This is an optimization exercise on Yosys and OpenROAD, whose aim is small area, a short achievable clock period and few clock cycles, not a production implementation.
Where RTL was checked, it was by simulation tests only, not by an equivalence proof against the original.
Power is estimated from default activity; no workload was simulated.

== epsilon ==
==> flow/design.v (excerpt) <==
module chip8_cpu (
    input wire clk,
    input wire reset,
    input wire [7:0] mem_data_in,
    input wire [15:0] key_pressed,
    output wire mem_read,
    output reg [11:0] mem_addr_out,
    output reg [7:0] mem_data_out,
    output reg mem_write
);
For scale: ~2100 cells after synthesis, ~480 flip-flops, about 48 I/O pins, ~25000 um2 of cells after synthesis.
==> flow/config.mk <==
export PLATFORM = sky130hd
export DESIGN_NAME = chip8_cpu
export DESIGN_NICKNAME = chip8_cpu
export VERILOG_FILES = /design/flow/design.v
export SDC_FILE = /design/flow/constraint.sdc
export NUM_CORES = 4
export LEC_CHECK = 0
export CAP_MARGIN = 20
export CORE_MARGIN = 2
export CORE_UTILIZATION = 60
export SLEW_MARGIN = 20
==> flow/constraint.sdc <==
create_clock -name core_clock -period 12.0 [get_ports {clk}]
set_input_delay 2.4000 -clock core_clock [delete_from_list [all_inputs] [get_ports {clk}]]
set_output_delay 2.4000 -clock core_clock [all_outputs]
set_load 0.01 [all_outputs]
standard.sh (not shown) runs the stock make flow with config.mk's settings and CLKGATE_MAP_FILE= SYNTH_SCRIPT=/design/flow/synth_recipe.tcl, a recipe that flattens the netlist after the stock synthesis.
==> flow/flow/run.sh <==
#!/bin/bash
set -euo pipefail
export SETUP_SLACK_MARGIN=8
bash standard.sh > standard_make.log 2>&1
Testbench counts of epsilon, summed over its fixed seeds: cycles 204,165.
What delta does differently from epsilon at the input level:
diff --git a/flow/design.v b/flow/design.v
--- a/flow/design.v
+++ b/flow/design.v
@@ -37,24 +37,18 @@
     end
     reg  [3:0] key_idx;
     integer    k;
     always @(*) begin
         key_idx = 4'd0;
         for (k = 15; k >= 0; k = k - 1)
             if (key_pressed[k]) key_idx = k[3:0];
     end
     wire any_key = |key_pressed;
-    reg  [3:0] key_idx_r;
-    reg        any_key_r;
-    always @(posedge clk) begin
-        key_idx_r <= key_idx;
-        any_key_r <= any_key;
-    end
     wire [1:0] bcd_h = (vx >= 8'd200) ? 2'd2 : (vx >= 8'd100) ? 2'd1 : 2'd0;
     function [7:0] bcd_to;
         input [7:0] v;
         begin
             case (v)
                 8'd0: bcd_to = {4'd0, 4'd0};
                 8'd1: bcd_to = {4'd0, 4'd1};
                 8'd2: bcd_to = {4'd0, 4'd2};
                 8'd3: bcd_to = {4'd0, 4'd3};
@@ -388,19 +382,19 @@
         end
     end
     reg        w_en;
     reg [3:0]  w_idx;
     reg [7:0]  w_dat;
     always @(*) begin
         if (t_ld) begin
             w_en = 1'b1; w_idx = i - 4'd2; w_dat = din;
         end else if (m_key) begin
-            w_en = any_key_r; w_idx = mx; w_dat = {4'd0, key_idx_r};
+            w_en = any_key; w_idx = mx; w_dat = {4'd0, key_idx};
         end else begin
             w_en = e_we; w_idx = ir_hi[3:0]; w_dat = e_wd;
         end
     end
     integer r;
     always @(posedge clk) begin
         for (r = 0; r < 16; r = r + 1)
             if (r == 15 && e_wf)
                 V[r] <= {7'd0, e_f};
@@ -493,19 +487,19 @@
                 if ((m_st || m_ld) && i == mx) begin
                     m_st <= 1'b0;
                     m_ld <= 1'b0;
                     m_res <= 1'b1;
                 end
                 if (m_bcd && i[1]) begin
                     m_bcd <= 1'b0;
                     m_res <= 1'b1;
                 end
-                if (m_res || (m_key && any_key_r)) begin
+                if (m_res || (m_key && any_key)) begin
                     mem_addr_out <= pcs;
                     q_lo <= 1'b1;
                     m_res <= 1'b0;
                     m_key <= 1'b0;
                 end
             end
             if (ev) begin
                 case (eop)
                     4'hA: I <= {ir_hi[3:0], ir_lo};
## What came out
In the flow results for epsilon and delta, the largest net degree at the start of global routing is smaller on delta.
On biggest cell delay along the critical path, epsilon tracks delta almost exactly.
The highest ir drop seen on vdd of delta was inferior to that of epsilon.
Against epsilon, delta reports a fraction of power consumed by the clock network that is lower.
Re die area: epsilon was lower than delta.
[compare] base=epsilon new=delta: internal power contribution higher, tightest hold margin roughly the same, synthesized area per cell roughly the same.
Testbench counts of delta, summed over its fixed seeds: cycles 204,165.

chip8_cpu, a different RTL version from the one above (not shown whole).
Size in the first run: about 2200 cells after synthesis, ~48 I/O pins, ~25000 sq um of cells after synthesis.
clock: 12.0 ns
lec_check: 0
cap_margin: 20
core_margin: 2
core_utilization: 60
slew_margin: 20
Scripts as last shown in full above: flow/flow/run.sh
Next try:
--- a/flow/design.v
+++ b/flow/design.v
@@ -21,28 +21,25 @@
     reg [7:0]  V[0:15];
     reg [11:0] stack[0:15];
     reg [3:0]  sp;
     reg [7:0]  delay_timer, sound_timer;
     reg [20:0] one_hz;       
     reg [15:0] lfsr;
     wire       dcy = t_lo;               
     wire [7:0] din = mem_data_in;
     wire       stream = !(m_st || m_ld || m_bcd || m_key || m_res);
     assign mem_read = !mem_write;        
     wire [7:0] vx = V[ir_hi[3:0]];
-    wire [7:0] vy = V[din[7:4]];
-    reg  [7:0] opx, opy;
-    always @(posedge clk) begin
-        opx <= vx;
-        opy <= vy;
-    end
+    wire [7:0] vy = V[ir_lo[7:4]];
+    wire [7:0] opx = vx;
+    wire [7:0] opy = vy;
     reg  [3:0] key_idx;
     integer    k;
     always @(*) begin
         key_idx = 4'd0;
         for (k = 15; k >= 0; k = k - 1)
             if (key_pressed[k]) key_idx = k[3:0];
     end
     wire any_key = |key_pressed;
     wire [1:0] bcd_h = (vx >= 8'd200) ? 2'd2 : (vx >= 8'd100) ? 2'd1 : 2'd0;
     function [7:0] bcd_to;
         input [7:0] v;
The changed run finished clean.
Combinational power goes up by 40%.
Design area climbs by 2.0%.
Routed wire length went up by 5.4%.
Utilization increases by 1.6 points.
Synthesized area went down by 0.40%.
Clock skew went up by 0.0044 ns.
Setup slack loses 0.71 ns.
Critical path depth went up by 9.
Power increases by 20%.
Sequential cell count shrinks by 23.
Via count grows by 3.2%.
Register-to-register slack gets worse by 0.71 ns.
Worst hold slack gets worse by 0.013 ns.
Fmax fell by 14%.
No functional check of the RTL was part of any run of this note.

chip8_cpu, a different RTL version from the one above (not shown whole).
Size: roughly 480 flip-flops, ~25,000 µm² of cells after synthesis.
clock: 12.0 ns
lec_check: 0
cap_margin: 20
core_margin: 2
core_utilization: 60
cts_buf_list: sky130_fd_sc_hd__clkbuf_8
cts_cluster_diameter: 50
cts_cluster_size: 16
slew_margin: 20
==> flow/flow/run.sh <==
#!/bin/bash
# Standard ORFS layout (the standard.sh: unchanged synthesis and steps), with
# - the port buffers that buffer_ports adds made buf_4 instead of its default
#   (a slow delay buffer), so input and output paths start from a fast buffer.
set -euo pipefail
export SETUP_SLACK_MARGIN=8
export BUFFER_PORTS_ARGS="-buffer_cell sky130_fd_sc_hd__buf_4"
bash standard.sh > standard_make.log 2>&1
==> next run, changes <==
--- a/flow/design.v
+++ b/flow/design.v
@@ -26,13 +26,13 @@
     reg [15:0] lfsr;
     wire       dcy = t_lo;               
     wire [7:0] din = mem_data_in;
     wire       stream = !(m_st || m_ld || m_bcd || m_key || m_res);
     assign mem_read = !mem_write;        
     wire [7:0] vx = V[ir_hi[3:0]];
-    wire [7:0] vy = V[m_st ? i + 4'd1 : din[7:4]];
+    wire [7:0] vy = V[m_st ? i : din[7:4]];
     reg  [7:0] opx, opy;
     always @(posedge clk) begin
         opx <= vx;
         opy <= vy;
     end
     reg  [3:0] key_idx;
@@ -414,13 +414,13 @@
         if (dcy) begin
             ir_lo <= din;
             mx <= ir_hi[3:0];
             pcs <= mem_addr_out + 12'd1;
             mem_data_out <= din[6] ? V[0] : {6'd0, bcd_h};    
         end else if (m_st) begin
-            mem_data_out <= (i == 4'd1) ? V[1] : opy;
+            mem_data_out <= vy;
         end else if (m_bcd) begin
             mem_data_out <= {4'd0, i[0] ? bcd_t : bcd_o};
         end
         if (dcy)
             i <= 4'd1;
         else if (m_st || m_ld || m_bcd || m_res)
The new run finished with timing, DRC and antenna clean.
Setup slack gains 0.072 ns.
Routed wire length came out lower by 5.4%.
Cell count is lower by 2.0%.
Final area is lower by 0.64%.
Fmax rose by 1.8%.
Total power drops by 2.7%.
Core utilization is higher by 1.1 points.
Hold slack gets worse by 0.025 ns.
First-iteration DRC count came out higher by 3.4%.
Sequential share of layout area climbs by 0.27 points.
Via count decreases by 3.4%.
Die area is lower by 1.8%.
Clock power fell by about 8%.
Clock skew drops by 0.0075 ns.
Testbench counts after the change, summed over its fixed seeds: cycles 204,165.
No functional check of the RTL was part of the first run of this note.

afterwards: timing with drivers on the ports:
No port has a modelled driver above. Below, the same layouts with a new extraction and two added sets of constraints. Step 1, drivers: a clkbuf_16 drives clk and a buf_2 each remaining input, both assumed. Step 2 moves the port delays by t, midway between the first and last clock arrival at a register: inputs arrive t later, outputs are due t later. That takes back most of the time a late clock gives input paths. Three values: no drivers, after step 1, after step 2; two values: the first two.
run	t (ns)	slack for setup (ns)	worst setup path at the end
epsilon	0.657	7.937 / 7.937 / 7.280	input to register
delta	0.645	8.013 / 7.997 / 7.360	input to register
the first run of note 2	0.651	7.679 / 7.679 / 7.201	input to register
the second run of note 2	0.648	6.967 / 6.967 / 6.850	input to register
the first run of note 3	0.723	7.890 / 7.916 / 7.193	input to register
the second run of note 3	0.722	7.961 / 7.952 / 7.229	input to register
After both steps every run listed still meets setup and hold. The setup slack of the second run of note 3, which loses most, moves by -0.009 ns with the drivers and by -0.732 ns with both steps.
